Source: an optimization exercise on an open RTL-to-GDS flow (aim: small area, a short achievable clock period and few clock cycles). Production flows keep margins and buffers that such runs may drop.

== red ==
Design goldschmidt_divider_q4_4, start of the top module:
module goldschmidt_divider_q4_4 (
    input  wire       clk,
    input  wire       rst_n,
    input  wire       start,
    input  wire [7:0] numerator,
    input  wire [7:0] denominator,
    output wire [7:0] quotient,
    output reg        valid,
    output reg        error
);
clock: 8.0 ns
lec_check: 0
abc_area: 1
cap_margin: 20
core_margin: 2
core_utilization: 40
setup_slack_margin: 1.5
slew_margin: 20
standard.sh (not shown) runs the stock make flow with config.mk's settings and CLKGATE_MAP_FILE= SYNTH_SCRIPT=/design/flow/synth_recipe.tcl, a recipe that flattens the netlist after the stock synthesis.
==> flow/flow/run.sh <==
#!/bin/bash
set -euo pipefail
bash standard.sh MATCH_CELL_FOOTPRINT=0 'BUFFER_PORTS_ARGS=-buffer_cell sky130_fd_sc_hd__buf_2' finish > standard.log 2>&1
The following lists how blue was set up differently from red:
--- a/flow/design.v
+++ b/flow/design.v
@@ -659,35 +659,35 @@
     assign m2_50 = (n2[9] & c2[17]) | (n2[9] & m2_18) | (c2[17] & m2_18);
     assign m2_51 = n2[10] ^ c2[18];
     assign m2_52 = n2[10] & c2[18];
     assign m2_53 = n2[11] ^ c2[19];
     assign m2_54 = n2[11] & c2[19];
     wire [19:0] y_a = {m2_53, m2_51, m2_49, m2_47, m2_45, m2_43, m2_41, m2_39, m2_37, m2_35, m2_33, m2_31, m2_29, m2_27, m2_25, m2_23, m2_21, m2_19, (es_0 ^ ((e1_0 & n2[1]) | (e2_0 & n2[0]))), c2[0]};
     wire [19:0] y_b = {m2_52, m2_50, m2_48, m2_46, m2_44, m2_42, m2_40, m2_38, m2_36, m2_34, m2_32, m2_30, m2_28, m2_26, m2_24, m2_22, m2_20, (es_1 ^ ((e1_1 & n2[0]))), 1'b0, (es_0 ^ ((e1_0 & n2[0])))};
-    wire [14:0] ylo = {1'b0, y_a[13:0]} + {1'b0, y_b[13:0]};
-    reg [5:0]  yha, yhb;
-    reg [5:0]  n3lo;
+    wire [12:0] ylo = {1'b0, y_a[11:0]} + {1'b0, y_b[11:0]};
+    reg [7:0]  yha, yhb;
+    reg [3:0]  n3lo;
     reg        cy, sg;
     reg [2:0]  pb;
     reg [1:0]  sb;
     always @(posedge clk) begin
-        {yha, n3lo} <= usespa ? {3'd0, speca, 1'b0} : {y_a[19:14], ylo[13:8]};
-        yhb   <= usespa ? 6'd0 : y_b[19:14];
-        cy    <= ~usespa & ylo[14];
+        {yha, n3lo} <= usespa ? {3'd0, speca, 1'b0} : {y_a[19:12], ylo[11:8]};
+        yhb   <= usespa ? 8'd0 : y_b[19:12];
+        cy    <= ~usespa & ylo[12];
         pb    <= usespa ? 3'd0 : pa;
         sb    <= usespa ? 2'd3 : s3;
         sg    <= sgna;
         error <= dza;
     end
-    wire [6:0]  n3c = {yha, 1'b1} + {yhb, cy};    
-    wire [11:0] n3  = {n3c[6:1], n3lo};
+    wire [8:0]  n3c = {yha, 1'b1} + {yhb, cy};    
+    wire [11:0] n3  = {n3c[8:1], n3lo};
     wire [5:0]  n3s = (sb == 2'd0) ? n3[11:6] :
                       (sb == 2'd1) ? {1'b0, n3[11:7]} :
                       (sb == 2'd2) ? {2'b0, n3[11:8]} : 6'd0;
+    wire [12:0] n4  = {1'b0, n3} + {7'd0, n3s};
     wire [6:0]  ph = 7'd1 << pb;
-    wire [14:0] v = ({3'd0, n3} ^ {15{sg}}) + ({9'd0, n3s} ^ {15{sg}}) +
-                    {8'd0, ph} + {14'd0, sg};
-    assign quotient = ({8{ph[0]}} & v[8:1])  | ({8{ph[1]}} & v[9:2])  |
-                      ({8{ph[2]}} & v[10:3]) | ({8{ph[3]}} & v[11:4]) |
-                      ({8{ph[4]}} & v[12:5]) | ({8{ph[5]}} & v[13:6]) |
-                      ({8{ph[6]}} & v[14:7]);
+    wire [8:0]  t = ({9{ph[0]}} & n4[8:0])  | ({9{ph[1]}} & n4[9:1])  |
+                    ({9{ph[2]}} & n4[10:2]) | ({9{ph[3]}} & n4[11:3]) |
+                    ({9{ph[4]}} & n4[12:4]) | ({9{ph[5]}} & {1'b0, n4[12:5]}) |
+                    ({9{ph[6]}} & {2'b0, n4[12:6]});
+    assign quotient = (t[8:1] ^ {8{sg}}) + {7'd0, t[0] ^ sg};
 endmodule
[summary]
blue: flow completed, timing, DRC and antenna clean
Least setup slack across all paths after layout: blue vs red down 0.32 ns
Summary — total number of sequential cells, blue relative to red: higher, by about 2.4%.
In blue relative to red, final area had gone down slightly.
Routed wire in blue totals more than in red.
No functional check of the RTL was part of any run of this note.

## onyx
Another version of the RTL of goldschmidt_divider_q4_4 (not shown whole).
Size in the first run: about 1600 cells after synthesis, about 29 I/O pins, ~10000 µm² of cells after synthesis.
export LEC_CHECK = 0
export ABC_AREA = 1
export CAP_MARGIN = 20
export CORE_MARGIN = 2
export CORE_UTILIZATION = 40
export SETUP_SLACK_MARGIN = 1.5
export SLEW_MARGIN = 20
create_clock -name core_clock -period 8.0 [get_ports {clk}]
Scripts as last shown in full above: flow/flow/run.sh
The inputs of yarrow differ from those of onyx as listed below.
diff --git a/flow/design.v b/flow/design.v
--- a/flow/design.v
+++ b/flow/design.v
@@ -54,34 +54,18 @@
             4'b0101, 4'b0110: bd1 = 5'b00100;
             4'b0111:          bd1 = 5'b01000;
             4'b1000:          bd1 = 5'b11000;
             4'b1001, 4'b1010: bd1 = 5'b10100;
             4'b1011, 4'b1100: bd1 = 5'b10010;
             default:          bd1 = 5'b10001;
         endcase
         bd2 = {1'b0, nr0[7] | (nr0[6] & nr0[5]), ~nr0[7] & (nr0[6] ^ nr0[5])};
     end
-    wire [12:0] k1a0 = ({13{cls0 == 3'd0}} & 13'd7224) |
-        ({13{cls0 == 3'd1}} & 13'd6783) |
-        ({13{cls0 == 3'd2}} & 13'd6240) |
-        ({13{cls0 == 3'd3}} & 13'd5840) |
-        ({13{cls0 == 3'd4}} & 13'd5328) |
-        ({13{cls0 == 3'd5}} & 13'd5004) |
-        ({13{cls0 == 3'd6}} & 13'd4658) |
-        ({13{cls0 == 3'd7}} & 13'd4369);
-    wire [14:0] k3a0 = ({15{cls0 == 3'd0}} & 15'd21672) |
-        ({15{cls0 == 3'd1}} & 15'd20349) |
-        ({15{cls0 == 3'd2}} & 15'd18720) |
-        ({15{cls0 == 3'd3}} & 15'd17520) |
-        ({15{cls0 == 3'd4}} & 15'd15984) |
-        ({15{cls0 == 3'd5}} & 15'd15012) |
-        ({15{cls0 == 3'd6}} & 15'd13974) |
-        ({15{cls0 == 3'd7}} & 15'd13107);
     reg [7:0] rom0;
     always @(*) begin
         case (nr0[6:0])
             7'd0: rom0 = 8'd0;
             7'd1: rom0 = 8'd187;
             7'd2: rom0 = 8'd229;
             7'd3: rom0 = 8'd108;
             7'd4: rom0 = 8'd242;
             7'd5: rom0 = 8'd173;
@@ -217,36 +201,47 @@
     always @(*) begin
         if (dz0)       spec0 = 8'h00;
         else if (eq0)  spec0 = 8'h10;
         else if (d160) spec0 = 8'h80;
         else           spec0 = rom0;
     end
     reg [4:0]  bdg0, bdg1;
     reg [2:0]  bdg2;
     reg [2:0]  pa, cls;
-    reg [11:0] k1r;
-    reg [14:0] k3;
     reg        sgna, dza, usespa;
     reg [7:0]  speca;
     always @(posedge clk) begin
         bdg0   <= bd0;
         bdg1   <= bd1;
         bdg2   <= bd2;
         pa     <= p0;
         cls    <= cls0;
-        k1r    <= k1a0[11:0];
-        k3     <= k3a0;
         sgna   <= sgn0;
         dza    <= dz0;
         usespa <= dz0 | eq0 | d160 | d1280;
         speca  <= spec0;
     end
-    wire [12:0] k1 = {1'b1, k1r};
+    wire [12:0] k1 = ({13{cls == 3'd0}} & 13'd7224) |
+        ({13{cls == 3'd1}} & 13'd6783) |
+        ({13{cls == 3'd2}} & 13'd6240) |
+        ({13{cls == 3'd3}} & 13'd5840) |
+        ({13{cls == 3'd4}} & 13'd5328) |
+        ({13{cls == 3'd5}} & 13'd5004) |
+        ({13{cls == 3'd6}} & 13'd4658) |
+        ({13{cls == 3'd7}} & 13'd4369);
+    wire [14:0] k3 = ({15{cls == 3'd0}} & 15'd21672) |
+        ({15{cls == 3'd1}} & 15'd20349) |
+        ({15{cls == 3'd2}} & 15'd18720) |
+        ({15{cls == 3'd3}} & 15'd17520) |
+        ({15{cls == 3'd4}} & 15'd15984) |
+        ({15{cls == 3'd5}} & 15'd15012) |
+        ({15{cls == 3'd6}} & 15'd13974) |
+        ({15{cls == 3'd7}} & 15'd13107);
     wire       bs0 = bdg0[4], bs1 = bdg1[4];
     wire [4:1] bm0 = bdg0[3:0], bm1 = bdg1[3:0];
     wire [4:1] bm2 = {2'b00, bdg2[1:0]};
     wire m1_1;
     wire m1_2;
     wire m1_3;
     wire m1_4;
     wire m1_5;
     wire m1_6;
## What came out
Re post-CTS resize count: onyx and yarrow aren't equal, and the lower value belongs to onyx.
On yarrow: total number of placement rows is 3.4% lower than what onyx gave.
Against onyx, yarrow comes in 0.03 ns higher on largest stage delay on the critical path.
Final layout net count (higher): onyx
Between onyx and yarrow, post-route standard cell area excluding fillers is higher for onyx, yarrow comes in under that.
No run of this note included a check of the RTL's function; only the layout flow was run.

## static timing again, ports no longer ideal
How much do the figures lean on ideal ports? The routed layouts below were timed once more, with nothing changed but the port constraints. Step 1, drivers: a clkbuf_16 drives clk and a buf_2 each remaining input, both assumed. Step 2 moves the port delays by t, midway between the first and last clock arrival at a register: inputs arrive t later, outputs are due t later. That takes back most of the time a late clock gives input paths. Three values: ideal, step 1, step 2; two values: the first two.
run | shift t [ns] | slack for setup (ns) | hold WS [ns] | clock arrival spread, ns | worst data-port slew with drivers (ns)
red | 0.383 | 1.426 / 1.385 / 1.767 | 0.327 / 0.327 / 0.327 | 0.011 / 0.011 | 0.05
blue | 0.386 | 1.111 / 1.069 / 1.455 | 0.326 / 0.326 / 0.326 | 0.009 / 0.009 | 0.03
onyx | 0.383 | 1.604 / 1.558 / 1.941 | 0.329 / 0.329 / 0.329 | 0.007 / 0.006 | 0.03
yarrow | 0.365 | 1.560 / 1.517 / 1.883 | 0.324 / 0.324 / 0.324 | 0.007 / 0.007 | 0.03
After both steps setup and hold are still met in every run listed.
